Source: an optimization exercise on an open RTL-to-GDS flow (aim: small area, a short achievable clock period and few clock cycles per item). Production flows keep margins and buffers that such runs may drop.
At most, simulation tests tie the RTL to the original design; equivalence was not proved.

==> inputs of 08-01 <==
Design conv_1d, start of the top module:
module conv_1d #(
    parameter DATA_WIDTH  = 8,
    parameter KERNEL_SIZE = 16
) (
    input logic clk,
    input logic arst_n,
    input  logic [DATA_WIDTH-1:0] signal_data,
    input  logic                  signal_vld,
    input  logic                  signal_last,
    output logic                  signal_rdy,
    input  logic [KERNEL_SIZE*DATA_WIDTH-1:0] kernel,
    output logic [DATA_WIDTH*2+$clog2(KERNEL_SIZE)-1:0] result_data,
    output logic                    result_vld,
    output logic                    result_last,
    input  logic                    result_rdy
);
make LEC_CHECK=0 CAP_MARGIN=20 CORE_MARGIN=2 CORE_UTILIZATION=40 SLEW_MARGIN=20 SYNTH_HIERARCHICAL=1 finish   # period 6.0 ns
run.sh (not shown) runs the stock make flow with config.mk's settings and CLKGATE_MAP_FILE= SYNTH_SCRIPT=/design/flow/synth_recipe.tcl, a recipe that flattens the netlist after the stock synthesis.
==> 01-12 (differences from 08-01) <==
--- a/flow/config.mk
+++ b/flow/config.mk
@@ -10,2 +10,3 @@
 export CORE_UTILIZATION = 40
+export SETUP_SLACK_MARGIN = 3.0
 export SLEW_MARGIN = 20
==> summary of the runs <==
- Of 08-01 and 01-12, 01-12 has the higher final area (gap about 7%, measured against 01-12).
- Between 01-12 and 08-01, the lower clock skew is in 08-01 (gap 0.00083 ns).
- In 08-01 the register-to-register slack is lower than in 01-12, by 0.31 ns.
- In 08-01 the setup slack is lower than in 01-12, by 0.94 ns.
- Maximum frequency: 01-12 is higher than 08-01 (30%).
- Of 01-12 and 08-01, 01-12 has the higher global-route usage (gap 1.0 points).
Function was not checked in any run of this note: the RTL went through the layout flow alone.

* * *

==> inputs of pepper <==
Another version of the RTL of conv_1d (not shown whole).
## conv_1d
module conv_1d #(
    parameter DATA_WIDTH  = 8,
    parameter KERNEL_SIZE = 16
) (
    input logic clk,
    input logic arst_n,
    input  logic [DATA_WIDTH-1:0] signal_data,
    input  logic                  signal_vld,
    input  logic                  signal_last,
    output logic                  signal_rdy,
    input  logic [KERNEL_SIZE*DATA_WIDTH-1:0] kernel,
    output logic [DATA_WIDTH*2+$clog2(KERNEL_SIZE)-1:0] result_data,
    output logic                    result_vld,
    output logic                    result_last,
    input  logic                    result_rdy
);
Settings: LEC_CHECK=0, CAP_MARGIN=20, CORE_MARGIN=2, CORE_UTILIZATION=40, SETUP_SLACK_MARGIN=3.4, SLEW_MARGIN=20, SYNTH_HIERARCHICAL=1; clock period 6.0 ns.
standard.sh (not shown) runs the stock make flow with config.mk's settings and CLKGATE_MAP_FILE= SYNTH_SCRIPT=/design/flow/synth_recipe.tcl, a recipe that flattens the netlist after the stock synthesis.
==> flow/flow/run.sh <==
#!/bin/bash
# The standard layout, with two changes: ports are buffered with plain
# buffers (buf_2, which the resizer may then size) instead of delay cells,
# and clock tree synthesis inserts no dummy loads.
set -euo pipefail
export BUFFER_PORTS_ARGS="-buffer_cell sky130_fd_sc_hd__buf_2"
export CTS_ARGS="-sink_clustering_enable -repair_clock_nets -dont_use_dummy_load"
bash standard.sh > standard.log 2>&1
==> inputs of tundra, as changes to pepper <==
==> flow/run.sh (new file) <==
#!/bin/bash
# synth_recipe.tcl (not shown) runs the flow's synth.tcl, then flattens the netlist and writes it again
# the make line also repeats each setting of config.mk as NAME=value (left out here)
make -C /OpenROAD-flow-scripts/flow DESIGN_CONFIG=/design/flow/config.mk WORK_HOME=/design/flow/orfs CLKGATE_MAP_FILE= SYNTH_SCRIPT=/design/flow/synth_recipe.tcl finish
--- a/flow/config.mk
+++ b/flow/config.mk
@@ -10,2 +10,5 @@
 export CORE_UTILIZATION = 40
+export CTS_BUF_LIST = sky130_fd_sc_hd__clkbuf_16
+export CTS_CLUSTER_DIAMETER = 60
+export CTS_CLUSTER_SIZE = 20
 export SETUP_SLACK_MARGIN = 3.4
removed: flow/flow/run.sh
removed: flow/standard.sh
==> inputs of harbor, as changes to pepper <==
--- a/flow/flow/run.sh
+++ b/flow/flow/run.sh
@@ -6,3 +6,3 @@
 export BUFFER_PORTS_ARGS="-buffer_cell sky130_fd_sc_hd__buf_2"
-export CTS_ARGS="-sink_clustering_enable -repair_clock_nets -dont_use_dummy_load"
+export CTS_ARGS="-sink_clustering_enable -repair_clock_nets -dont_use_dummy_load -sink_clustering_size 25 -sink_clustering_max_diameter 80"
 bash standard.sh > standard.log 2>&1
--- a/flow/config.mk
+++ b/flow/config.mk
@@ -9,3 +9,4 @@
 export CORE_MARGIN = 2
-export CORE_UTILIZATION = 40
+export CORE_UTILIZATION = 55
+export PLACE_DENSITY = 0.65
 export SETUP_SLACK_MARGIN = 3.4
@@ -13 +14,2 @@
 export SYNTH_HIERARCHICAL = 1
+export TNS_END_PERCENT = 10
==> inputs of yarrow, as changes to pepper <==
--- a/flow/flow/run.sh
+++ b/flow/flow/run.sh
@@ -6,3 +6,3 @@
 export BUFFER_PORTS_ARGS="-buffer_cell sky130_fd_sc_hd__buf_2"
-export CTS_ARGS="-sink_clustering_enable -repair_clock_nets -dont_use_dummy_load"
+export CTS_ARGS="-sink_clustering_enable -repair_clock_nets -dont_use_dummy_load -sink_clustering_size 25 -sink_clustering_max_diameter 80"
 bash standard.sh > standard.log 2>&1
--- a/flow/config.mk
+++ b/flow/config.mk
@@ -7,2 +7,3 @@
 export LEC_CHECK = 0
+export ABC_AREA = 1
 export CAP_MARGIN = 20
@@ -13 +14,2 @@
 export SYNTH_HIERARCHICAL = 1
+export TNS_END_PERCENT = 10
==> comparison table <==
| item | yarrow | harbor | pepper | tundra |
|---|---|---|---|---|
| Outcome | no timing/DRC/antenna violations | no timing/DRC/antenna violations | no timing/DRC/antenna violations | no timing/DRC/antenna violations |
| Cell variety after synth | 24 | 49 | 49 | 49 |
| Largest stage delay, worst path | 0.61 ns | 0.71 ns | 0.64 ns | 0.64 ns |
| Share of the final layout cell area in sequential cells | 0.2887 | 0.2895 | 0.2731 | 0.2692 |
| Number of antenna violations at the first check in global routing | 14 | 6 | 2 | 3 |
| Yosys top cell area share | 0.4976 | 0.4992 | 0.4992 | 0.4992 |
| Die H | 320.0 um | 273.1 um | 319.5 um | 319.5 um |
| Post-synthesis compound-gate area fraction | 0.01265 | 0.006095 | 0.006095 | 0.006095 |
| Critical Path Start | kernel[43] | kernel[58] | kernel[73] | kernel[73] |
| Setup slack, reg-to-reg | 3.29 ns | 3.37 ns | 3.37 ns | 3.40 ns |
| Non-CTS inverters | 139 | 63 | 63 | 63 |
| Overall global routing resource usage | 0.2613 | 0.3691 | 0.2712 | 0.2749 |
| Achievable Freq | 365.7 MHz | 365.7 MHz | 379.8 MHz | 379.3 MHz |
| Via count of the first global-routing pass | 27,440 | 27,200 | 26,700 | 26,550 |
| Netlist area before placement | 39,950 um^2 | 39,820 um^2 | 39,820 um^2 | 39,820 um^2 |
| Layout area overhead | 8.268% | 8.081% | 14.95% | 16.73% |
| Fraction of area in non-clock buffers | 0.02817 | 0.03064 | 0.03272 | 0.03329 |
| Post-placement cell count | 4,550 | 4,017 | 4,352 | 4,353 |
Testbench counts of pepper, summed over its fixed seeds: cycles 16,040, items 16,000.
Testbench counts of tundra, summed over its fixed seeds: cycles 16,040, items 16,000.
Testbench counts of harbor, summed over its fixed seeds: cycles 16,040, items 16,000.
Testbench counts of yarrow, summed over its fixed seeds: cycles 16,040, items 16,000.

## re-timing with driven ports
Ports are ideal in the flow. The routed layouts listed here were re-timed in OpenROAD.
Step 1 assumes that a clkbuf_16 drives the clock port and a buf_2 every other input.
Step 2 adds t to the input delays and takes it off the output delays; t is the mean of the earliest and latest rising clock arrival at the registers after step 1. Input paths then give back, and output paths get back, about the clock's delay inside the block.
a / b / c = ideal ports / drivers / drivers and shift; a / b = the first two.
run | shift t [ns] | setup WS [ns] | worst slew at a driven data input, ns
08-01 | 0.698 | 1.950 / 1.977 / 1.280 | 0.13
01-12 | 0.699 | 2.889 / 2.859 / 2.160 | 0.13
pepper | 0.674 | 3.367 / 3.350 / 2.675 | 0.14
tundra | 0.705 | 3.363 / 3.361 / 2.656 | 0.13
harbor | 0.654 | 3.266 / 3.302 / 2.648 | 0.11
yarrow | 0.659 | 3.265 / 3.287 / 2.643 | 0.10
After both steps every run listed still meets setup and hold. For 01-12, which loses most, drivers alone change the setup slack by -0.030 ns; drivers and shift together by -0.729 ns.
